Source: an optimization exercise on an open RTL-to-GDS flow (aim: small area, a short achievable clock period and few clock cycles). Production flows keep margins and buffers that such runs may drop.
Only simulation tests tie the RTL to the original design; equivalence was not proved.

Design DivSqrtRecF64, start of the top module:
module DivSqrtRecF64(
  input         clock,
                reset,
  output        io_inReady_div,
                io_inReady_sqrt,
  input         io_inValid,
                io_sqrtOp,
  input  [64:0] io_a,
                io_b,
  input  [2:0]  io_roundingMode,
  output        io_outValid_div,
                io_outValid_sqrt,
  output [64:0] io_out,
  output [4:0]  io_exceptionFlags
);
Size: ~5400 cells after synthesis, roughly 410 flip-flops, about 210 I/O pins, about 33000 um^2 of cells after synthesis.
export LEC_CHECK = 0
export ABC_AREA = 1
export CAP_MARGIN = 20
export CORE_MARGIN = 2
export CORE_UTILIZATION = 50
export SETUP_SLACK_MARGIN = 0.3
export SLEW_MARGIN = 20
create_clock -name core_clock -period 11.0 [get_ports {clock}]
standard.sh (not shown) runs the stock make flow with config.mk's settings and CLKGATE_MAP_FILE= SYNTH_SCRIPT=/design/flow/synth_recipe.tcl, a recipe that flattens the netlist after the stock synthesis.
==> flow/flow/run.sh <==
#!/bin/bash
# The standard layout (standard.sh), with two changes to how it is made:
#  - adders are left to ABC as plain gates instead of being mapped to the
#    library's full/half adder cells (ADDER_MAP_FILE empty);
#  - the timing repair steps aim for extra setup slack (SETUP_SLACK_MARGIN).
# The clock, the constraints and the rest of the flow are the design's.
# make's output goes to layout.log; ORFS keeps each step's log under orfs/logs.
set -euo pipefail
bash standard.sh ADDER_MAP_FILE= SETUP_SLACK_MARGIN=7.6 finish > layout.log 2>&1
Testbench counts at the start, summed over its fixed seeds: cycles 717,792.
Next try:
--- a/flow/flow/run.sh
+++ b/flow/flow/run.sh
@@ -9 +9 @@
-bash standard.sh ADDER_MAP_FILE= SETUP_SLACK_MARGIN=7.6 finish > layout.log 2>&1
+bash standard.sh ADDER_MAP_FILE= SETUP_SLACK_MARGIN=7.5 finish > layout.log 2>&1
Result: Hold slack degrades by 0.035 ns. Die area stays the same. Cell area fell by 1.7%. Utilization drops by 1.0 points. Global-route usage decreases by 1.2 points. Worst setup slack improved by 0.0049 ns. Routed wire length shrinks by 2.9%.
Next try:
--- a/flow/flow/run.sh
+++ b/flow/flow/run.sh
@@ -9 +9 @@
-bash standard.sh ADDER_MAP_FILE= SETUP_SLACK_MARGIN=7.5 finish > layout.log 2>&1
+bash standard.sh ADDER_MAP_FILE= SETUP_SLACK_MARGIN=7.7 "BUFFER_PORTS_ARGS=-buffer_cell sky130_fd_sc_hd__buf_2" finish > layout.log 2>&1
Sequential share of layout area fell by 0.37 points; routed wire length rose by about 5%; worst setup slack is better by 0.18 ns.
Next try:
--- a/flow/flow/run.sh
+++ b/flow/flow/run.sh
@@ -9 +9 @@
-bash standard.sh ADDER_MAP_FILE= SETUP_SLACK_MARGIN=7.7 "BUFFER_PORTS_ARGS=-buffer_cell sky130_fd_sc_hd__buf_2" finish > layout.log 2>&1
+bash standard.sh ADDER_MAP_FILE= SETUP_SLACK_MARGIN=7.8 finish > layout.log 2>&1
The changed run completed with no timing, DRC or antenna violations.
Utilization came out higher by 2.7 points.
Synthesized cell count does not change.
Clock-buffer cell count came out lower by 2.
Final area came out higher by about 4.6%.
Clock skew came out lower by 0.0032 ns.

DivSqrtRecF64 again, from the RTL that the note above started with.
==> flow/config.mk <==
export PLATFORM = sky130hd
export DESIGN_NAME = DivSqrtRecF64
export DESIGN_NICKNAME = DivSqrtRecF64
export VERILOG_FILES = /design/flow/design.v
export SDC_FILE = /design/flow/constraint.sdc
export NUM_CORES = 8
export LEC_CHECK = 0
export ABC_AREA = 1
export CAP_MARGIN = 20
export CORE_MARGIN = 2
export CORE_UTILIZATION = 50
export SETUP_SLACK_MARGIN = 0.3
export SLEW_MARGIN = 20
export TNS_END_PERCENT = 25
==> flow/constraint.sdc <==
create_clock -name core_clock -period 11.0 [get_ports {clock}]
set_input_delay 2.2000 -clock core_clock [delete_from_list [all_inputs] [get_ports {clock}]]
set_output_delay 2.2000 -clock core_clock [all_outputs]
set_load 0.01 [all_outputs]
==> flow/flow/run.sh <==
#!/bin/bash
# The standard layout (standard.sh), with two changes to how it is made:
#  - adders are left to ABC as plain gates instead of being mapped to the
#    library's full/half adder cells (ADDER_MAP_FILE empty);
#  - the timing repair steps aim for extra setup slack (SETUP_SLACK_MARGIN).
# The clock, the constraints and the rest of the flow are the design's.
# make's output goes to layout.log; ORFS keeps each step's log under orfs/logs.
set -euo pipefail
bash standard.sh ADDER_MAP_FILE= SETUP_SLACK_MARGIN=7.7 "BUFFER_PORTS_ARGS=-buffer_cell sky130_fd_sc_hd__buf_2" finish > layout.log 2>&1
The baseline finished clean.
Testbench counts at the start, summed over its fixed seeds: cycles 717,792.
Then changed:
--- a/flow/flow/run.sh
+++ b/flow/flow/run.sh
@@ -7,3 +7,3 @@
 # make's output goes to layout.log; ORFS keeps each step's log under orfs/logs.
 set -euo pipefail
-bash standard.sh ADDER_MAP_FILE= SETUP_SLACK_MARGIN=7.7 "BUFFER_PORTS_ARGS=-buffer_cell sky130_fd_sc_hd__buf_2" finish > layout.log 2>&1
+bash standard.sh ADDER_MAP_FILE= SETUP_SLACK_MARGIN=7.7 finish > layout.log 2>&1
--- a/flow/config.mk
+++ b/flow/config.mk
@@ -12,3 +12,2 @@
 export SETUP_SLACK_MARGIN = 0.3
 export SLEW_MARGIN = 20
-export TNS_END_PERCENT = 25
First-iteration DRC count goes up by 0.98%.
Setup slack gets better by 0.058 ns.
Final cell count barely changes.
Non-clock buffer count goes down by 15.
Final area goes up by 0.31%.
Clock skew goes up by 0.012 ns.
Then changed:
--- a/flow/flow/run.sh
+++ b/flow/flow/run.sh
@@ -7,3 +7,3 @@
 # make's output goes to layout.log; ORFS keeps each step's log under orfs/logs.
 set -euo pipefail
-bash standard.sh ADDER_MAP_FILE= SETUP_SLACK_MARGIN=7.7 finish > layout.log 2>&1
+bash standard.sh ADDER_MAP_FILE= SETUP_SLACK_MARGIN=7.7 "BUFFER_PORTS_ARGS=-buffer_cell sky130_fd_sc_hd__buf_2" finish > layout.log 2>&1
--- a/flow/config.mk
+++ b/flow/config.mk
@@ -12,2 +12,3 @@
 export SETUP_SLACK_MARGIN = 0.3
 export SLEW_MARGIN = 20
+export TNS_END_PERCENT = 5
Result: The new run ran to the end with no violations. Utilization fell by 2.2 points. Routed wire length went down by 2.1%. Worst hold slack is about the same. Non-clock buffer count shrinks by 32. Sequential cell count is unchanged. Fmax came out lower by 4.2%. Setup slack gets worse by 0.14 ns. Register-to-register slack loses 0.19 ns. Area after synthesis does not change. First-iteration DRC count goes down by 9.1%.

==> static timing again, ports no longer ideal <==
How much do the figures lean on ideal ports? The routed layouts below were timed once more, with nothing changed but the port constraints.
Step 1, drivers: a clkbuf_16 drives clock and a buf_2 each remaining input, both assumed.
Step 2 also shifts input and output timing later by t, the mid clock arrival at the registers, as if the neighbouring blocks saw the same clock.
Three values: ideal, step 1, step 2; two values: the first two.
run	t (ns)	setup WS [ns]	hold slack, ns	latest minus earliest clock arrival (ns)
the first run of note 1	0.692	7.527 / 7.527 / 6.920	0.502 / 0.502 / 0.502	0.037 / 0.037
the second run of note 1	0.709	7.532 / 7.492 / 6.920	0.467 / 0.467 / 0.467	0.036 / 0.036
the third run of note 1	0.699	7.716 / 7.644 / 7.105	0.483 / 0.483 / 0.483	0.043 / 0.043
the fourth run of note 1	0.704	7.710 / 7.638 / 7.182	0.472 / 0.472 / 0.472	0.041 / 0.040
the first run of note 2	0.700	7.642 / 7.637 / 6.996	0.477 / 0.477 / 0.477	0.040 / 0.041
the second run of note 2	0.709	7.700 / 7.639 / 7.039	0.464 / 0.464 / 0.464	0.052 / 0.052
the third run of note 2	0.695	7.556 / 7.556 / 6.992	0.466 / 0.466 / 0.466	0.040 / 0.040
After both steps setup and hold are still met in every run listed. The setup slack of the second run of note 2, which loses most, moves by -0.061 ns with the drivers and by -0.661 ns with both steps.
